This design comes from an exercise in tuning for small area, a short achievable clock period and few clock cycles on the open sky130 flow, not from production work.
Only simulation tests tie the RTL to the original design; equivalence was not proved.

--- flow/run.sh ---
#!/bin/bash
# synth_recipe.tcl (not shown) runs the flow's synth.tcl, then flattens the netlist and writes it again
# the make line also repeats each setting of config.mk as NAME=value (left out here)
make -C /OpenROAD-flow-scripts/flow DESIGN_CONFIG=/design/flow/config.mk WORK_HOME=/design/flow/orfs CLKGATE_MAP_FILE= SYNTH_SCRIPT=/design/flow/synth_recipe.tcl finish
--- flow/config.mk ---
export PLATFORM = sky130hd
export DESIGN_NAME = alu
export DESIGN_NICKNAME = alu
export VERILOG_FILES = /design/flow/design.v
export SDC_FILE = /design/flow/constraint.sdc
export NUM_CORES = 4
export LEC_CHECK = 0
export CAP_MARGIN = 20
export CORE_MARGIN = 2
export CORE_UTILIZATION = 40
export SLEW_MARGIN = 20
--- flow/constraint.sdc ---
create_clock -name core_clock -period 36.0 [get_ports {i_clk}]
set_input_delay 7.2000 -clock core_clock [delete_from_list [all_inputs] [get_ports {i_clk}]]
set_output_delay 7.2000 -clock core_clock [all_outputs]
set_load 0.01 [all_outputs]
--- flow/design.v ---
module alu #(
    parameter INST_W = 4,
    parameter INT_W  = 6,
    parameter FRAC_W = 10,
    parameter DATA_W = INT_W + FRAC_W
)(
    input                      i_clk,
    input                      i_rst_n,
    input                      i_in_valid,
    output                     o_busy,
    input         [INST_W-1:0] i_inst,
    input  signed [DATA_W-1:0] i_data_a,
    input  signed [DATA_W-1:0] i_data_b,
    output                     o_out_valid,
    output        [DATA_W-1:0] o_data
);
parameter IDLE = 2'b00;
parameter MAT_INPUT = 2'b01;
parameter MAT_OUTPUT = 2'b10;
reg [1:0] state, next_state;
wire [INST_W-1:0] inst = i_inst;
wire signed [DATA_W-1:0] a = i_data_a;
wire signed [DATA_W-1:0] b = i_data_b;
reg busy;
reg out_valid;
reg [DATA_W-1:0] data;
reg [35:0] data_acc_r;
reg [3:0] cnt;
reg [1:0] mat [0:7][0:7];
integer i, j;
assign o_busy = busy;
assign o_out_valid = out_valid;
assign o_data = data;
function automatic signed [DATA_W-1:0] add;
    input signed [DATA_W-1:0] a, b;
    reg signed [DATA_W:0] sum;
    begin
        sum = a + b;
        if(sum > $signed({2'b00, {(DATA_W-1){1'b1}}})) begin
            add = {1'b0, {(DATA_W-1){1'b1}}};
        end else if(sum < $signed({2'b11, {(DATA_W-1){1'b0}}})) begin
            add = {1'b1, {(DATA_W-1){1'b0}}};
        end else begin
            add = sum[DATA_W-1:0];
        end
    end
endfunction
function automatic signed [DATA_W-1:0] sub;
    input signed [DATA_W-1:0] a, b;
    reg signed [DATA_W:0] diff;
    begin
        diff = a - b;
        if(diff > $signed({2'b00, {(DATA_W-1){1'b1}}})) begin
            sub = {1'b0, {(DATA_W-1){1'b1}}};
        end else if(diff < $signed({2'b11, {(DATA_W-1){1'b0}}})) begin
            sub = {1'b1, {(DATA_W-1){1'b0}}};
        end else begin
            sub = diff[DATA_W-1:0];
        end
    end
endfunction
wire signed [35:0] data_acc_w = data_acc_r;
wire signed [36:0] mac_w = a * b + data_acc_w;
wire signed [26:0] mac_res_w = (mac_w + (1 <<< 9)) >>> 10;
function automatic signed [DATA_W-1:0] MAC;
    input signed [26:0] a;
        begin
        if (a > $signed({2'b00, {(DATA_W-1){1'b1}}})) begin
            MAC = {1'b0, {(DATA_W-1){1'b1}}};
        end
        else if (a < $signed({2'b11, {(DATA_W-1){1'b0}}})) begin
            MAC = {1'b1, {(DATA_W-1){1'b0}}};
        end
        else begin
            MAC = a[15:0];
        end
    end  
endfunction
function automatic signed [35:0] acc;
    input signed [36:0] mac;
    begin
        if(mac > $signed({2'b00, {(35){1'b1}}})) begin
            acc = {1'b0, {(35){1'b1}}};
        end else if(mac < $signed({2'b11, {(35){1'b0}}})) begin
            acc = {1'b1, {(35){1'b0}}};
        end else begin
            acc = mac[35:0];
        end
    end
endfunction
function automatic signed [DATA_W-1:0] sin_taylor;
    input signed [15:0] a;
    reg signed [31:0] a2;
    reg signed [47:0] a3;
    reg signed [79:0] a5;
    reg signed [96:0] sin0, sin1, sin2;
    reg signed [96:0] sin_res;
    reg signed [DATA_W:0] sin;
    begin
        a2 = a * a;
        a3 = a2 * a;
        a5 = a3 * a2;
        sin0 = a <<< 50;
        sin1 = (16'sh00ab * a3) <<< 20;
        sin2 = 16'sh0009 * a5;
        sin_res = sin0 - sin1 + sin2 + (1 <<< 49);
        sin = sin_res[66:50];
        if(sin > $signed({2'b00, {(DATA_W-1){1'b1}}})) begin
            sin_taylor = {1'b0, {(DATA_W-1){1'b1}}};
        end else if(sin < $signed({2'b11, {(DATA_W-1){1'b0}}})) begin
            sin_taylor = {1'b1, {(DATA_W-1){1'b0}}};
        end else begin
            sin_taylor = sin[DATA_W-1:0];
        end      
    end
endfunction 
function automatic [DATA_W-1:0] B2G;
    input [DATA_W-1:0] a;
    reg [DATA_W-1:0] temp;
    begin
        temp = a >> 1'b1;
        B2G = temp ^ a;
    end
endfunction    
function automatic [DATA_W-1:0] LRCW;
    input [DATA_W-1:0] a, b;
    integer i;
    reg [DATA_W-1:0] temp;
    begin
        temp = b;
        for(i = 0; i < DATA_W; i = i + 1) begin
            temp = a[i] ? {temp[DATA_W-2:0], ~temp[DATA_W-1]} : temp;
        end
        LRCW = temp;
    end
endfunction
function automatic [DATA_W-1:0] RROT;
    input [DATA_W-1:0] a, b;
    integer i;
    reg [3:0] count, bb;
    reg [DATA_W-1:0] temp;
    begin
        temp = a;
        bb = b[3:0];
        count = 4'b0;
        for(i = 0; i < DATA_W; i = i + 1) begin
            temp = (count < bb) ? {temp[0], temp[DATA_W-1:1]} : temp;
            count = (count < bb) ? count + 1 : count;
        end
        RROT = temp;
    end
endfunction
function automatic [DATA_W-1:0] CLZ;
    input [DATA_W-1:0] a;
    integer i;
    reg stop;
    begin
        CLZ = 0;
        stop = 0;
        for(i = DATA_W - 1; i >= 0; i = i - 1) begin
            if(!stop) begin
                CLZ = a[i] ? CLZ : CLZ + 1;
                stop = a[i] ? 1 : 0;
            end
        end
    end
endfunction
function automatic [DATA_W-1:0] RM4;
    input [DATA_W-1:0] a, b;
    integer i;
    begin
        RM4 = 0;
        for(i = 0; i < 13; i = i + 1) begin
            RM4[i] = (a[i +: 4] == b[15-i -: 4]);
        end
    end    
endfunction
always @(posedge i_clk or negedge i_rst_n) begin
    if (!i_rst_n)
        state <= IDLE;
    else
        state <= next_state;
end
always @(*) begin
    next_state = state;
    case(state)
        IDLE: begin
            if(i_in_valid) begin
                case(i_inst)
                    4'b1001: next_state = MAT_INPUT;
                    default: next_state = IDLE;
                endcase
            end
        end
        MAT_INPUT: begin
            if(cnt == 7 && i_in_valid) next_state = MAT_OUTPUT;
            else next_state = MAT_INPUT;
        end
        MAT_OUTPUT: begin
            if(cnt == 8) next_state = IDLE;
            else next_state = MAT_OUTPUT;
        end
    endcase
end
always @(posedge i_clk or negedge i_rst_n) begin
    if(!i_rst_n) begin
        busy <= 0;
        out_valid <=0;
        data <= 0;
        data_acc_r <= 0;
        cnt <= 0;
        for(i = 0; i < 8; i = i + 1) begin
            for(j = 0; j < 8; j = j + 1) begin
                mat[i][j] <= 0;
            end
        end
    end else begin
        case(state)
            IDLE:begin
                out_valid <= 0;
                busy <= 0;
                if(i_in_valid) begin
                    case (inst)
                        4'b0000: data <= add(a, b);
                        4'b0001: data <= sub(a, b);
                        4'b0010: begin
                            data <= MAC(mac_res_w);
                            data_acc_r <= acc(mac_w);
                        end
                        4'b0011: data <= sin_taylor(a);
                        4'b0100: data <= B2G(a);
                        4'b0101: data <= LRCW(a, b);
                        4'b0110: data <= RROT(a, b);
                        4'b0111: data <= CLZ(a);
                        4'b1000: data <= RM4(a, b);
                        4'b1001: begin
                            for(i = 0; i < 8; i = i + 1) begin
                                mat[0][i] <= i_data_a[(i << 1) +:2];
                            end
                            cnt <= 1;
                        end
                        default: data <= {DATA_W{1'b0}};
                    endcase    
                    out_valid <= (inst != 4'b1001) ? 1'b1 : 0;
                    busy <= (inst != 4'b1001) ? 1'b1 : 0;
                end else begin
                    out_valid <= 1'b0;
                end
            end
            MAT_INPUT: begin  
                if(i_in_valid) begin
                        for(i = 0; i < 8; i = i + 1) begin
                            mat[cnt[2:0]][i] <= i_data_a[(i << 1) +:2];
                        end
                        cnt <= (cnt == 7) ? 0 : cnt + 1;
                        busy <= (cnt == 7) ? 1 : 0;
                end
            end
            MAT_OUTPUT: begin
                if(cnt < 8) begin
                    data <= {mat[0][7-cnt], mat[1][7-cnt], mat[2][7-cnt], mat[3][7-cnt],
                            mat[4][7-cnt], mat[5][7-cnt], mat[6][7-cnt], mat[7][7-cnt]};
                    cnt <= cnt + 1;
                    out_valid <= 1'b1;
                    busy <= 1'b1;
                end else begin
                    cnt <= 0;
                    out_valid <= 0;
                    busy <= 0;                    
                end
            end
            default: begin
            end
        endcase
    end 
end
endmodule
==> qor.yml <==
cpMaxStageDelayCell: "a211oi_1"
status: "no timing/DRC/antenna violations"
clock.fmax_mhz: 28.5
cap_violations: 0
drt-total-wl_mm: 404
stdcell_area_um2: 124000
instances_no_fill: 17219
postCtsSetupRepairBufs: 0
mostFrequentLayoutCells: "2,847 x inv_1, 2,547 x fa_1, 1,809 x nand2_1"
max-clock-path-buffers: 2
io_pins: 57
crit_arrival_ns: 35.49
cts_sinks: 188
postSynthAreaPerCell_um2: 8.66
grt_pass1_wl_mm: 620
drc: 0
synthMuxAreaShare_pct: 2.06
placed_cell_area_um2: 123000
cts_tree: "done"
ys_warn_count: 2
syn-num-nets: 17263
synth-edff-count: 0
track_usage_pct: 27.4
min_period_ns: 35.15
ys_seq_area_share_pct: 4.00
finish.net_count: 16954
synth_flop_cell: "dfrtp_1"
worstPathMaxFanout: 33
gr-total-overflow: 0
ctsRootBufferMaster: "clkbuf_16"
gp_congestion: 1.00
netlist_instances: 13585
num_vias: 95508
layout-drive-gt1-share_pct: 4.58
num_rows: 199
io_buffers: 56
slowest_delay_ns: 0.96
synth-async-reset-ratio_pct: 100
crit_path_frequent_cell: "fa_1"
synth_cell_types: 127
maxSlewHeadroom_pct: 16.6
synth_top_family_by_area: "adder cells"
wl_per_cell_um: 23.5
die_h_um: 546
setup_viol: 0
grt_max_degree: 85
hold_buffers: 0
tightest_slew_ns: 1.24
hold_violations: 0
tns_ns: 0
slew_viol_final: 0
synth_compound_area_share_pct: 10.4
dpl.cell_count: 17174
antenna_left: 0
cts_resized: 0
final_common_cell: "inv_1"
dieArea_um2: 299000
clk_pin_slew_ns: 0.08
die_w_um: 546
ys_ff_latch: 188
synthSimpleGateAreaFrac_pct: 14.1
skew_ns: 0.0234
synth_fa_ha_area_share_pct: 54.9
initial_core_util_pct: 40.1
whs_ns: 0.494
initialDrtViolationCount: 8788
grt_pass1_vias: 98873
dp_hpwl_mm: 319
syn_area_um2: 118000
hold_path_class: "reg -> reg"
crit_required_ns: 36.34
rsz0062_at_grt: "no"
dr.pass1.iters: 8
syn2layout_area_growth_pct: 5.31
via_per_inst: 5.55
insertion_delay_ns: 0.52
antenna_found_initial: 32
period_share_pct: 97.6
cts-buffers-inserted: 17
core_um2: 293000
cts_max_level: 4
synth_xor_area_share_pct: 3.17
crit_type: "in -> reg"
start_kind: "primary input"
endpoint_kind: "register"
## per-stage QoR
| step | utilization [%] | setup WS [ns] |
|---|---|---|
| 3_5_place_dp | 42.0 | 0.788 |
| 2_1_floorplan | - | 3.89 |
| 3_3_place_gp | 42.0 | 0.900 |
| 5_1_grt | 42.3 | 0.0273 |
| 4_1_cts | 42.2 | 1.26 |
| 6_report | 42.3 | 0.852 |
## layout make-up
class / count / area, um2
Antenna cell: 11 / 27.5
Inverter: 2894 / 10900
Fill cell: 29611 / 169000
Clock buffer: 19 / 443
Tap cell: 3919 / 4900
Clock inverter: 13 / 150
Sequential cell: 188 / 4700
Timing Repair Buffer: 323 / 2550
Multi-Input combinational cell: 9852 / 100000
## final timing paths
check	from	endpoint	slack, ns	depth (start not counted)
max in group asynchronous	i_rst_n	data_acc_r[35]	27.18	3
hold reg to reg	data_acc_r[1]	data_acc_r[1]	0.49	2
setup reg to reg	data_acc_r[15]	data[10]	26.57	26
hold / removal	data_acc_r[1]	data_acc_r[1]	0.49	2
min in group asynchronous	i_rst_n	mat[39][0]	6.73	1
setup / recovery	i_data_a[4]	data[10]	0.85	94
## flip-flops by register name (all words and copies together) (netlist names)
| signal | count |
|---|---|
| mat | 128 |
| data_acc_r | 36 |
| data | 16 |
| cnt | 4 |
| state | 2 |
| busy | 1 |
| out_valid | 1 |
## worst max-delay path, delay by kind of cell
family / cells / cell delay (ns)
AOI/OAI and AO/OA: 24 / 6.86
xor gates and xnor gates: 9 / 2.71
adders and majority gates: 28 / 12.82
buffers and inverters: 21 / 2.99
and+or+nand+nor: 12 / 2.82
## synthesized netlist by cell type, types with 27 or more instances
cell type     n  share of area, %
inv_1      2857               9.1
fa_1       2548                43
nand2_1    1809               5.8
ha_1       1091                12
nor2_1      959               3.1
clkbuf_1    552               1.8
a21oi_1     371               1.6
o21ai_0     367               1.6
xnor2_1     258               1.9
dfrtp_1     188               4.0
and2_1      178              0.95
nor3_1      170              0.72
mux2i_1     159               1.4
nand3_1     154              0.65
a21o_1      152              0.97
a211oi_1    107              0.68
nand2b_1    107              0.57
xor2_1      107              0.80
a22oi_1     101              0.64
o21a_1       70              0.45
mux2_2       69              0.66
nand4_1      68              0.36
buf_1        66              0.21
o211ai_1     66              0.42
o22ai_1      66              0.35
nor4_1       64              0.34
nor2b_1      60              0.32
a221oi_1     55              0.41
and3_1       52              0.28
a31oi_1      51              0.27
o21bai_1     49              0.31
or3_1        36              0.19
o31ai_1      32              0.20
or2_2        28              0.15
buf_2        27              0.11
## layer usage
metal  GRT usage, %  wire, um  vias up
met1           36.7    163000    48614
met2           43.1    182000     4261
met4           10.7     18900       16
met5          0.176       167        -
met3           5.80     39900      827
li1               -         -    41790
## kinds of logic (layout without fill, tap and decap cells)
kind of cell / count (synthesis) / count (layout)
XOR/XNOR: 390 / 390
multiplexers: 231 / 231
AO/OA/AOI/OAI: 1807 / 1807
flip-flops: 188 / 188
AND/OR/NAND/NOR: 3783 / 3783
adder cells (fa/ha/maj): 3640 / 3640
buffers and inverters: 3545 / 3249
other: 1 / 12
Testbench counts, summed over its fixed seeds: cycles 10,810.

-- port drivers added, routing unchanged --
The results above use ideal ports. As a check the final layout listed here was re-extracted and re-timed, cells and wires unchanged. Step 1 assumes that a clkbuf_16 drives the clock port and a buf_2 every other input. Step 2 adds t to the input delays and takes it off the output delays; t is the mean of the earliest and latest rising clock arrival at the registers after step 1. Input paths then give back, and output paths get back, about the clock's delay inside the block. Slacks: no drivers / after step 1 / after step 2; pairs: no drivers / after step 1.
t (ns): 0.579
setup WS [ns]: 0.852 / 0.899 / 0.320
worst setup path after step 2: input to register
pins driven straight from the clock port: 1
After both steps this run still meets setup and hold. The setup slack of this run moves by +0.047 ns with the drivers and by -0.532 ns with both steps.
